Background: an optimization exercise with open tools, aiming at a short achievable clock period and few clock cycles. Do not read the settings as production practice.
Only simulation tests tie the RTL to the original design; equivalence was not proved.

==> run G: inputs <==
## CPU
module CPU(
    input clk,
    input rst_n,
    output [7:0] imem_addr,
    input [31:0] imem_rdata,
    output [7:0] dmem_addr,
    output [31:0] dmem_wdata,
    output dmem_we,
    input [31:0] dmem_rdata
);
Settings: LEC_CHECK=0, CAP_MARGIN=20, CORE_MARGIN=2, CORE_UTILIZATION=40, SLEW_MARGIN=20; clock period 9.0 ns.
standard.sh (not shown) runs the stock make flow with config.mk's settings and CLKGATE_MAP_FILE= SYNTH_SCRIPT=/design/flow/synth_recipe.tcl, a recipe that flattens the netlist after the stock synthesis.
==> flow/flow/run.sh <==
#!/bin/bash
# Own flow: the standard layout (standard.sh: the standard synthesis,
# floorplan, placement, CTS and routing, all unchanged) with one difference:
# repair_timing aims for a larger setup margin (SETUP_SLACK_MARGIN), so it
# keeps sizing and buffering the critical paths after the 9 ns clock is met.
# The make output goes to layout.log; ORFS keeps each step's log under orfs/logs.
set -euo pipefail
sed 's/"\${@:-finish}"/SETUP_SLACK_MARGIN=8 "${@:-finish}"/' standard.sh > standard_margin.sh
grep -q 'SETUP_SLACK_MARGIN=8 ' standard_margin.sh
bash standard_margin.sh finish > layout.log 2>&1
test -s out/final.def
==> inputs of run Z, as changes to run G <==
--- a/flow/design.v
+++ b/flow/design.v
@@ -26,19 +26,18 @@
     reg         e_fa;        
     reg         e_fb;        
     reg         e_fbx;       
     reg  [3:0]  e_sadd;      
     reg  [3:0]  e_ssub;      
     reg  [3:0]  e_sslt;      
     reg  [3:0]  e_ssltu;     
     reg  [9:0]  e_op;        
-    reg  [3:0]  e_slo;       
-    reg  [7:0]  e_shi;       
-    reg         e_samr;      
+    reg  [4:0]  e_sh;
+    reg         e_shv;
     reg         e_rw;
     reg  [4:0]  e_dst;
     reg         e_load;
     reg  [2:0]  e_ltype;
     reg         e_store;
     reg  [1:0]  e_stype;
     reg         e_br;
     reg  [2:0]  e_btype;
@@ -121,48 +120,27 @@
     wire ltu1 = $signed(xa) < $signed(xm);
     wire ltu2 = $signed(xm) < $signed(xb);
     wire [31:0] sum = ({32{e_sadd[0]}} & s0) | ({32{e_sadd[1]}} & s1) |
                       ({32{e_sadd[2]}} & s2) | ({32{e_sadd[3]}} & s3);
     wire [31:0] dif = ({32{e_ssub[0]}} & d0) | ({32{e_ssub[1]}} & d1) |
                       ({32{e_ssub[2]}} & d2);
     wire slt  = (e_sslt[0] & lt0) | (e_sslt[1] & lt1) | (e_sslt[2] & lt2);
     wire sltu = (e_ssltu[0] & ltu0) | (e_ssltu[1] & ltu1) | (e_ssltu[2] & ltu2);
-    wire [3:0] slo = e_samr ? (4'b1 << m_res[1:0]) : e_slo;
-    wire [7:0] shi = e_samr ? (8'b1 << m_res[4:2]) : e_shi;
-    wire [7:0] shl_sel = shi & {8{e_op[OP_SLL]}};
-    wire [7:0] shr_sel = shi & {8{e_op[OP_SRL] | e_op[OP_SRA]}};
-    wire fill = e_op[OP_SRA] & rtv[31];
-    reg [31:0] tl, tr, shl, shr;
-    integer k, j;
-    always @(*) begin
-        for (k = 0; k < 32; k = k + 1) begin
-            tl[k] = (slo[0] & rtv[k]) |
-                    (slo[1] & ((k >= 1) ? rtv[(k >= 1) ? k - 1 : 0] : 1'b0)) |
-                    (slo[2] & ((k >= 2) ? rtv[(k >= 2) ? k - 2 : 0] : 1'b0)) |
-                    (slo[3] & ((k >= 3) ? rtv[(k >= 3) ? k - 3 : 0] : 1'b0));
-            tr[k] = (slo[0] & rtv[k]) |
-                    (slo[1] & ((k + 1 < 32) ? rtv[(k + 1 < 32) ? k + 1 : 0] : fill)) |
-                    (slo[2] & ((k + 2 < 32) ? rtv[(k + 2 < 32) ? k + 2 : 0] : fill)) |
-                    (slo[3] & ((k + 3 < 32) ? rtv[(k + 3 < 32) ? k + 3 : 0] : fill));
-        end
-        for (k = 0; k < 32; k = k + 1) begin
-            shl[k] = 1'b0;
-            shr[k] = 1'b0;
-            for (j = 0; j < 8; j = j + 1) begin
-                if (k >= 4 * j) shl[k] = shl[k] | (shl_sel[j] & tl[(k >= 4 * j) ? k - 4 * j : 0]);
-                shr[k] = shr[k] | (shr_sel[j] & ((k + 4 * j < 32) ? tr[(k + 4 * j < 32) ? k + 4 * j : 0] : fill));
-            end
-        end
-    end
+    wire [4:0]  shamt = e_shv ? a[4:0] : e_sh;
+    wire [31:0] shl = rtv << shamt;
+    wire [31:0] shr = rtv >> shamt;
+    wire [31:0] sra = $signed(rtv) >>> shamt;
     wire [31:0] lgc = ({32{e_op[OP_AND]}} & (a & b)) |
                       ({32{e_op[OP_OR]}}  & (a | b)) |
                       ({32{e_op[OP_XOR]}} & (a ^ b));
     wire [31:0] res = sum | dif | lgc | {31'b0, slt | sltu} |
-                      shl | shr;
+                      ({32{e_op[OP_SLL]}} & shl) |
+                      ({32{e_op[OP_SRL]}} & shr) |
+                      ({32{e_op[OP_SRA]}} & sra);
     wire [9:0] res_lo = sum[9:0] | dif[9:0] | lgc[9:0];
     wire eq = e_fa ? (e_fb | (m_res == e_b)) : (e_fb ? (e_a == m_res) : (e_a == e_b));
     wire az = e_fa ? (m_res == 32'b0) : (e_a == 32'b0);
     reg taken;
     always @(*)
         case (e_btype)
             B_BEQ:  taken = eq;
             B_BNE:  taken = ~eq;
@@ -253,17 +231,16 @@
     wire [31:0] rf_rs = (rs == 5'd0) ? 32'b0 : rf[rs];
     wire [31:0] rf_rt = (rt == 5'd0) ? 32'b0 : rf[rt];
     wire [31:0] i_a = m_hit_rs ? m_wb : (w_hit_rs ? w_data : rf_rs);
     wire [31:0] i_b = m_hit_rt ? m_wb : (w_hit_rt ? w_data : rf_rt);
     wire i_fa = e_rw & (e_dst == rs);
     wire i_fb = e_rw & (e_dst == rt);
     wire i_fbx = i_fb & ~i_bimm;
     wire [3:0] i_src = {i_fa & i_fbx, i_fa & ~i_fbx, ~i_fa & i_fbx, ~i_fa & ~i_fbx};
-    wire [4:0] i_amt = i_shv ? i_a[4:0] : sh;
     wire ld_stall = d_v & e_load & e_rw &
                     (((e_dst == rs) & i_urs) | ((e_dst == rt) & i_urt));
     wire [7:0] d_tgt = d_pc1 + d_ins[7:0];
     wire i_isjr = d_v & i_jr;
     wire jr_stall = i_isjr & ((i_fa & ~e_fast) | (m_hit_rs & m_load));
     wire [7:0] jr_tgt = i_fa ? res_lo[9:2] :
                         m_hit_rs ? m_res[9:2] :
                         w_hit_rs ? w_data[9:2] : rf_rs[9:2];
@@ -308,28 +285,28 @@
             end
         end
     wire i_go = d_v & ~redirect & ~hz_stall;
     always @(posedge clk or negedge rst_n)
         if (~rst_n) begin
             e_a <= 32'b0; e_b <= 32'b0; e_bx <= 32'b0;
             e_fa <= 1'b0; e_fb <= 1'b0; e_fbx <= 1'b0;
             e_sadd <= 4'b0; e_ssub <= 4'b0; e_sslt <= 4'b0; e_ssltu <= 4'b0;
-            e_op <= 10'b0; e_slo <= 4'b0; e_shi <= 8'b0; e_samr <= 1'b0;
+            e_op <= 10'b0; e_sh <= 5'b0; e_shv <= 1'b0;
             e_rw <= 1'b0; e_dst <= 5'b0;
             e_load <= 1'b0; e_ltype <= 3'b0; e_store <= 1'b0; e_stype <= 2'b0;
             e_br <= 1'b0; e_btype <= 3'b0; e_pt <= 1'b0; e_alt <= 8'b0; e_fast <= 1'b0;
         end else if (~mem_stall) begin
             e_a <= i_a; e_b <= i_b; e_bx <= i_bimm ? imm : i_b;
             e_fa <= i_fa; e_fb <= i_fb; e_fbx <= i_fbx;
             e_sadd  <= {4{i_op[OP_ADD]}}  & i_src;
             e_ssub  <= {4{i_op[OP_SUB]}}  & i_src;
             e_sslt  <= {4{i_op[OP_SLT]}}  & i_src;
             e_ssltu <= {4{i_op[OP_SLTU]}} & i_src;
-            e_op <= i_op; e_slo <= 4'b1 << i_amt[1:0]; e_shi <= 8'b1 << i_amt[4:2]; e_samr <= i_shv & i_fa;
+            e_op <= i_op; e_sh <= sh; e_shv <= i_shv;
             e_dst <= i_dst;
             e_ltype <= i_ltype; e_stype <= i_stype;
             e_btype <= i_btype; e_pt <= d_pt; e_alt <= d_pt ? d_pc1 : d_tgt;
             e_fast <= ~i_load & (i_op[OP_ADD] | i_op[OP_SUB] | i_op[OP_AND] | i_op[OP_OR] | i_op[OP_XOR]);
             e_rw <= i_go & i_rw_nz;
             e_load <= i_go & i_load;
             e_store <= i_go & i_store;
             e_br <= i_go & i_br;
==> flow/run.sh (new file) <==
#!/bin/bash
# synth_recipe.tcl (not shown) runs the flow's synth.tcl, then flattens the netlist and writes it again
# the make line also repeats each setting of config.mk as NAME=value (left out here)
make -C /OpenROAD-flow-scripts/flow DESIGN_CONFIG=/design/flow/config.mk WORK_HOME=/design/flow/orfs CLKGATE_MAP_FILE= SYNTH_SCRIPT=/design/flow/synth_recipe.tcl finish
SETUP_SLACK_MARGIN = 5   (was unset)
removed: flow/flow/run.sh
removed: flow/standard.sh
==> metrics.cfg <==
[global_routing]
use_met3_pct=14.06
grtUsageMet1_pct=48.50
grt_max_degree=178
grt-ovfl-total=0

[yosys]
synth_mux_area_share_pct=17.59
synth_top_area_share_pct=39.22
netlist_top_cells_area=dfrtp_1 (39%), mux2_2 (14%), a22oi_1 (7.4%)
synthCells=8986
ys_seq_elements=1350

[status]
run_status=complete, no violations

[clock_tree]
cts.sinks=1350
postCtsSetupBuffers=75

[place]
place_inst=11428
gp_congestion=1.094

[floorplan]
dieHeight_um=468.1

That was run Z.
==> metrics.cfg <==
[status]
run_status=did not finish
lastStage=global routing (5_1_grt)
tool.error=[ERROR GRT-0232] Routing congestion too high. Check the congestion heatmap in the GUI.

[yosys]
synthCells=8961
synth_mux_area_share_pct=15.91
synth_top_area_share_pct=39.68
netlist_top_cells_area=dfrtp_1 (40%), mux2_2 (14%), a22oi_1 (7.2%)

[place]
place_inst=11412

[floorplan]
dieHeight_um=466.5

[global_routing]
grtUsageMet1_pct=59.59
grt_max_degree=64
use_met3_pct=50.86

That was run G.
Testbench counts of run G, summed over its fixed seeds: cycles 98,336.
Testbench counts of run Z, summed over its fixed seeds: cycles 98,336.

-- static timing again, ports no longer ideal --
The results above use ideal ports. As a check the final layout listed here was re-extracted and re-timed, cells and wires unchanged. Step 1 (the two cells are an assumption about what drives the block):
set clk [get_ports {clk}]
set_driving_cell -lib_cell sky130_fd_sc_hd__clkbuf_16 $clk
set_driving_cell -lib_cell sky130_fd_sc_hd__buf_2 [delete_from_list [all_inputs] $clk]
Step 2 times the ports against the registers' clock, not the clock port: input delays grow and output delays shrink by t, the midpoint of the rising clock arrivals with the driver on. a / b / c = ideal ports / drivers / drivers and shift; a / b = the first two.
run: run Z
t, ns: 0.921
setup WS [ns]: 4.836 / 4.836 / 4.129
worst hold slack (ns): 0.487 / 0.487 / 0.487
After both steps setup and hold are still met in run Z. The setup slack of run Z moves by 0.000 ns with the drivers and by -0.707 ns with both steps.
